Context: an optimization exercise on an open-source flow, tuned for small area, a short achievable clock period and few clock cycles per item. The choices shown serve that exercise and are no tape-out recipe. Power and IR drop assume default switching activity.

## v21
## risc
module risc (
    input         reset,
    input         clk0,
    input  [31:0] mem_datain,
    output [23:0] paddr,
    output [31:0] mem_dataout,
    output        mem_req,
    output        mem_rdwr,
    output        halted
);
==> module risc, before the edit <==
module risc (
    input         reset,
    input         clk0,
    input  [31:0] mem_datain,
    output [23:0] paddr,
    output [31:0] mem_dataout,
    output        mem_req,
    output        mem_rdwr,
    output        halted
);
reg  [23:0] pc;     
reg  [31:0] acc;
reg  [31:0] ir;     
reg         e;      
reg         hlt;    
reg         sel;                    
reg         chk;                    
reg         c_jge, c_jne;           
reg         c_sto;                  
reg         c_we;                   
reg         c_ld, c_add, c_sub, c_shr, c_shl;
reg  [3:0]  k;
reg         k_swp;
wire squash = chk & ((c_jge & ~acc[31]) | (c_jne & (|acc)));
assign paddr       = sel ? ir[23:0] : pc;
assign mem_dataout = acc;
assign mem_req     = ~hlt;
assign mem_rdwr    = ~(e & c_sto);
assign halted      = hlt;
wire [7:0] o   = mem_datain[31:24];
wire       def = (o[7:4] == 4'h0);
wire       d_lda = def & (o[3:0] == 4'h0);
wire       d_sto = def & (o[3:0] == 4'h1);
wire       d_add = def & (o[3:0] == 4'h2);
wire       d_sub = def & (o[3:0] == 4'h3);
wire       d_jmp = def & (o[3:0] == 4'h4);
wire       d_jge = def & (o[3:0] == 4'h5);
wire       d_jne = def & (o[3:0] == 4'h6);
wire       d_stp = def & (o[3:0] == 4'h7);
wire       d_shr = def & (o[3:0] == 4'h8);
wire       d_shl = def & (o[3:0] == 4'h9);
wire       d_and = def & (o[3:0] == 4'ha);
wire       d_or  = def & (o[3:0] == 4'hb);
wire       d_xor = def & (o[3:0] == 4'hc);
wire       d_com = def & (o[3:0] == 4'hd);
wire       d_swp = def & (o[3:0] == 4'he);
wire       d_mem = d_lda | d_sto | d_add | d_sub | d_and | d_or | d_xor | d_com | d_swp;
wire [3:0] k_e = {d_lda | d_and | d_or | d_sub,           
                  d_com | d_or | d_xor | d_add,           
                  d_lda | d_or | d_xor | d_add,           
                  d_com | d_sub};                         
localparam [3:0] K_PASS = 4'b1010;                        
wire [31:0] d  = mem_datain;
wire [31:0] dl = (acc & d & {32{k[3]}}) | (acc & ~d & {32{k[2]}})
               | (~acc & d & {32{k[1]}}) | (~acc & ~d & {32{k[0]}});
wire [31:0] ir_n = k_swp ? {d[15:0], d[31:16]} : dl;
wire [31:0] sum;
add32 adder (.a(acc), .p(ir), .ci(c_sub), .s(sum));
wire [31:0] acc_n =
      ({32{c_ld}}  & ir)
    | ({32{c_add}} & sum)
    | ({32{c_shr}} & {1'b0, acc[31:1]})
    | ({32{c_shl}} & {acc[30:0], 1'b0})
    | ({32{~c_we}} & acc);
wire [23:0] paddr1;
inc24 incr (.a(paddr), .s(paddr1));
wire fcyc = ~e & ~hlt;
wire sign_n = c_ld ? ir[31] : c_shr ? 1'b0 : c_shl ? acc[30] : acc[31];
wire nz_n   = c_ld ? |ir : ((|acc[30:1]) | (acc[31] & ~c_shl) | (acc[0] & ~c_shr));
wire d_cj   = d_jge | d_jne;
wire cond_n = (d_jge & ~sign_n) | (d_jne & nz_n);
always @(posedge clk0)
    ir <= ir_n;
always @(posedge clk0) begin
    if (fcyc & ~squash) begin
        c_sto <= d_sto;
        c_sub <= d_sub;
    end
end
always @(posedge clk0 or posedge reset) begin
    if (reset) begin
        k     <= K_PASS;
        k_swp <= 1'b0;
    end else begin
        k     <= (fcyc & ~squash & d_mem & ~d_swp) ? k_e : K_PASS;
        k_swp <= fcyc & ~squash & d_swp;
    end
end
always @(posedge clk0 or posedge reset) begin
    if (reset) begin
        pc    <= 24'h0;
        acc   <= 32'h0;
        e     <= 1'b0;
        hlt   <= 1'b0;
        sel   <= 1'b0; chk   <= 1'b0;
        c_jge <= 1'b0; c_jne <= 1'b0;
        c_we  <= 1'b0;
        c_ld  <= 1'b0; c_add <= 1'b0; c_shr <= 1'b0; c_shl <= 1'b0;
    end else if (e) begin
        e     <= 1'b0;
        sel   <= 1'b0;
    end else if (squash) begin
        pc    <= ir[23:0];
        sel   <= 1'b0; chk   <= 1'b0;
        c_jge <= 1'b0; c_jne <= 1'b0;
        c_we  <= 1'b0;
        c_ld  <= 1'b0; c_add <= 1'b0; c_shr <= 1'b0; c_shl <= 1'b0;
    end else if (~hlt) begin
        pc    <= paddr1;
        acc   <= acc_n;
        e     <= d_mem;
        hlt   <= d_stp;
        sel   <= d_mem | d_jmp | (~c_add & cond_n);
        chk   <= d_cj & c_add;
        c_jge <= d_jge; c_jne <= d_jne;
        c_we  <= d_lda | d_com | d_add | d_sub | d_and | d_or | d_xor | d_swp | d_shr | d_shl;
        c_ld  <= d_lda | d_com | d_and | d_or | d_xor | d_swp;
        c_add <= d_add | d_sub;
        c_shr <= d_shr; c_shl <= d_shl;
    end
end
endmodule
==> flow/config.mk <==
export PLATFORM = sky130hd
export DESIGN_NAME = risc
export DESIGN_NICKNAME = risc
export VERILOG_FILES = /design/flow/design.v
export SDC_FILE = /design/flow/constraint.sdc
export NUM_CORES = 4
export LEC_CHECK = 0
export ABC_AREA = 1
export CAP_MARGIN = 20
export CORE_MARGIN = 2
export CORE_UTILIZATION = 40
export SETUP_SLACK_MARGIN = 3.5
export SLEW_MARGIN = 20
==> flow/constraint.sdc <==
create_clock -name core_clock -period 6.5 [get_ports {clk0}]
set_input_delay 1.3000 -clock core_clock [delete_from_list [all_inputs] [get_ports {clk0}]]
set_output_delay 1.3000 -clock core_clock [all_outputs]
set_load 0.01 [all_outputs]
standard.sh (not shown) runs the stock make flow with config.mk's settings and CLKGATE_MAP_FILE= SYNTH_SCRIPT=/design/flow/synth_recipe.tcl, a recipe that flattens the netlist after the stock synthesis.
==> flow/flow/run.sh <==
#!/bin/bash
# Own flow: the standard layout (standard.sh, ORFS make) with the ports
# buffered by the smallest buffer instead of the default delay buffer. The
# resizer still upsizes any port buffer that timing or slew needs.
set -euo pipefail
bash standard.sh BUFFER_PORTS_ARGS="-buffer_cell sky130_fd_sc_hd__buf_1" finish > make_finish.log 2>&1
v21 ran to completion and came out clean on the timing, design-rule and antenna checks.
The following lists how v8 was set up differently from v21:
==> flow/design.v, changed modules only <==
module risc (
    input         reset,
    input         clk0,
    input  [31:0] mem_datain,
    output [23:0] paddr,
    output [31:0] mem_dataout,
    output        mem_req,
    output        mem_rdwr,
    output        halted
);
reg  [23:0] ar;     
reg  [31:0] acc;
reg  [31:0] ir;     
reg         e;      
reg         hlt;    
reg         chk;    
reg         c_jge, c_jne;           
reg         c_sto;                  
reg         c_sub;                  
reg         c_we;                   
reg         c_ld, c_add, c_shr, c_shl;
reg  [3:0]  k;
reg         k_swp;
assign paddr       = ar;
assign mem_dataout = acc;
assign mem_req     = ~hlt;
assign mem_rdwr    = ~(e & c_sto);
assign halted      = hlt;
wire [31:0] d  = mem_datain;
wire [7:0] o   = d[31:24];
wire       def = (o[7:4] == 4'h0);
wire       d_lda = def & (o[3:0] == 4'h0);
wire       d_sto = def & (o[3:0] == 4'h1);
wire       d_add = def & (o[3:0] == 4'h2);
wire       d_sub = def & (o[3:0] == 4'h3);
wire       d_jmp = def & (o[3:0] == 4'h4);
wire       d_jge = def & (o[3:0] == 4'h5);
wire       d_jne = def & (o[3:0] == 4'h6);
wire       d_stp = def & (o[3:0] == 4'h7);
wire       d_shr = def & (o[3:0] == 4'h8);
wire       d_shl = def & (o[3:0] == 4'h9);
wire       d_and = def & (o[3:0] == 4'ha);
wire       d_or  = def & (o[3:0] == 4'hb);
wire       d_xor = def & (o[3:0] == 4'hc);
wire       d_com = def & (o[3:0] == 4'hd);
wire       d_swp = def & (o[3:0] == 4'he);
wire       d_mem = d_lda | d_sto | d_add | d_sub | d_and | d_or | d_xor | d_com | d_swp;
wire       d_cj  = d_jge | d_jne;
wire [3:0] k_e = {d_lda | d_and | d_or | d_sub,           
                  d_com | d_or | d_xor | d_add,           
                  d_lda | d_or | d_xor | d_add,           
                  d_com | d_sub};                         
localparam [3:0] K_PASS = 4'b1010;                        
wire fcyc = ~e & ~hlt;
wire sign_n = c_ld ? ir[31] : c_shr ? 1'b0 : c_shl ? acc[30] : acc[31];
wire nz_n   = c_ld ? |ir : ((|acc[30:1]) | (acc[31] & ~c_shl) | (acc[0] & ~c_shr));
wire cond_n = (d_jge & ~sign_n) | (d_jne & nz_n);
wire squash = chk & ((c_jge & ~acc[31]) | (c_jne & (|acc)));
wire [31:0] sum;
add32 adder (.a(acc), .p(ir), .ci(c_sub), .s(sum));
wire [31:0] acc_n =
      ({32{c_ld}}  & ir)
    | ({32{c_add}} & sum)
    | ({32{c_shr}} & {1'b0, acc[31:1]})
    | ({32{c_shl}} & {acc[30:0], 1'b0})
    | ({32{~c_we}} & acc);
wire [23:0] ar1;
inc24 incr (.a(ar), .s(ar1));
wire [31:0] dl = (acc & d & {32{k[3]}}) | (acc & ~d & {32{k[2]}})
               | (~acc & d & {32{k[1]}}) | (~acc & ~d & {32{k[0]}});
wire        park = fcyc & d_mem;        
wire [31:0] ir_n = k_swp ? {d[15:0], d[31:16]} :
                   park  ? {dl[31:24], ar1} : dl;
wire        jump = d_mem | d_jmp | (d_cj & ~c_add & cond_n);
wire [23:0] ar_n = (e | squash) ? ir[23:0] : jump ? d[23:0] : ar1;
always @(posedge clk0)
    ir <= ir_n;
always @(posedge clk0) begin
    if (fcyc & ~squash) begin
        c_sto <= d_sto;
        c_sub <= d_sub;
    end
end
always @(posedge clk0 or posedge reset) begin
    if (reset) begin
        k     <= K_PASS;
        k_swp <= 1'b0;
    end else begin
        k     <= (fcyc & ~squash & d_mem & ~d_swp) ? k_e : K_PASS;
        k_swp <= fcyc & ~squash & d_swp;
    end
end
always @(posedge clk0 or posedge reset) begin
    if (reset) begin
        ar    <= 24'h0;
        acc   <= 32'h0;
        e     <= 1'b0;
        hlt   <= 1'b0;
        chk   <= 1'b0;
        c_jge <= 1'b0; c_jne <= 1'b0;
        c_we  <= 1'b0;
        c_ld  <= 1'b0; c_add <= 1'b0; c_shr <= 1'b0; c_shl <= 1'b0;
    end else if (e) begin
        ar    <= ar_n;
        e     <= 1'b0;
    end else if (squash) begin
        ar    <= ar_n;
        chk   <= 1'b0;
        c_jge <= 1'b0; c_jne <= 1'b0;
        c_we  <= 1'b0;
        c_ld  <= 1'b0; c_add <= 1'b0; c_shr <= 1'b0; c_shl <= 1'b0;
    end else if (~hlt) begin
        ar    <= ar_n;
        acc   <= acc_n;
        e     <= d_mem;
        hlt   <= d_stp;
        chk   <= d_cj & c_add;
        c_jge <= d_jge; c_jne <= d_jne;
        c_we  <= d_lda | d_com | d_add | d_sub | d_and | d_or | d_xor | d_swp | d_shr | d_shl;
        c_ld  <= d_lda | d_com | d_and | d_or | d_xor | d_swp;
        c_add <= d_add | d_sub;
        c_shr <= d_shr; c_shl <= d_shl;
    end
end
endmodule
==> run summary <==
- Category of the critical setup timing path: reg -> out -> v21, in -> reg -> v8
- Number of post-CTS setup repair buffers ended up 5 lower on v8 than on v21.
- Summary of v8 over v21: total design power +5.9%; number of filler cells placed in the layout -about 3%; routed wire length +about 11%; top fanout value on the critical path +2.
No functional check of the RTL was part of any run of this note.

[re-timing with driven ports]
The flow's constraints put no driver on any port. The routed layouts listed below were extracted and timed again, unchanged, in two steps. Step 1 sets driving cells, clkbuf_16 on the clock port and buf_2 on the other inputs (assumed; they add their load-dependent delay and slew). Step 2 adds t to the input delays and takes it off the output delays; t is the mean of the earliest and latest rising clock arrival at the registers after step 1. Input paths then give back, and output paths get back, about the clock's delay inside the block. a / b / c = ideal ports / drivers / drivers and shift; a / b = the first two.
run	t, ns	setup WS [ns]	worst setup path at the end	clock arrival spread, ns
v21	0.404	3.498 / 3.452 / 3.382	input to register	0.011 / 0.010
v8	0.414	3.556 / 3.576 / 3.162	input to register	0.018 / 0.017
After both steps every run listed still meets setup and hold. For v8, which loses most, drivers alone change the setup slack by +0.020 ns; drivers and shift together by -0.394 ns.
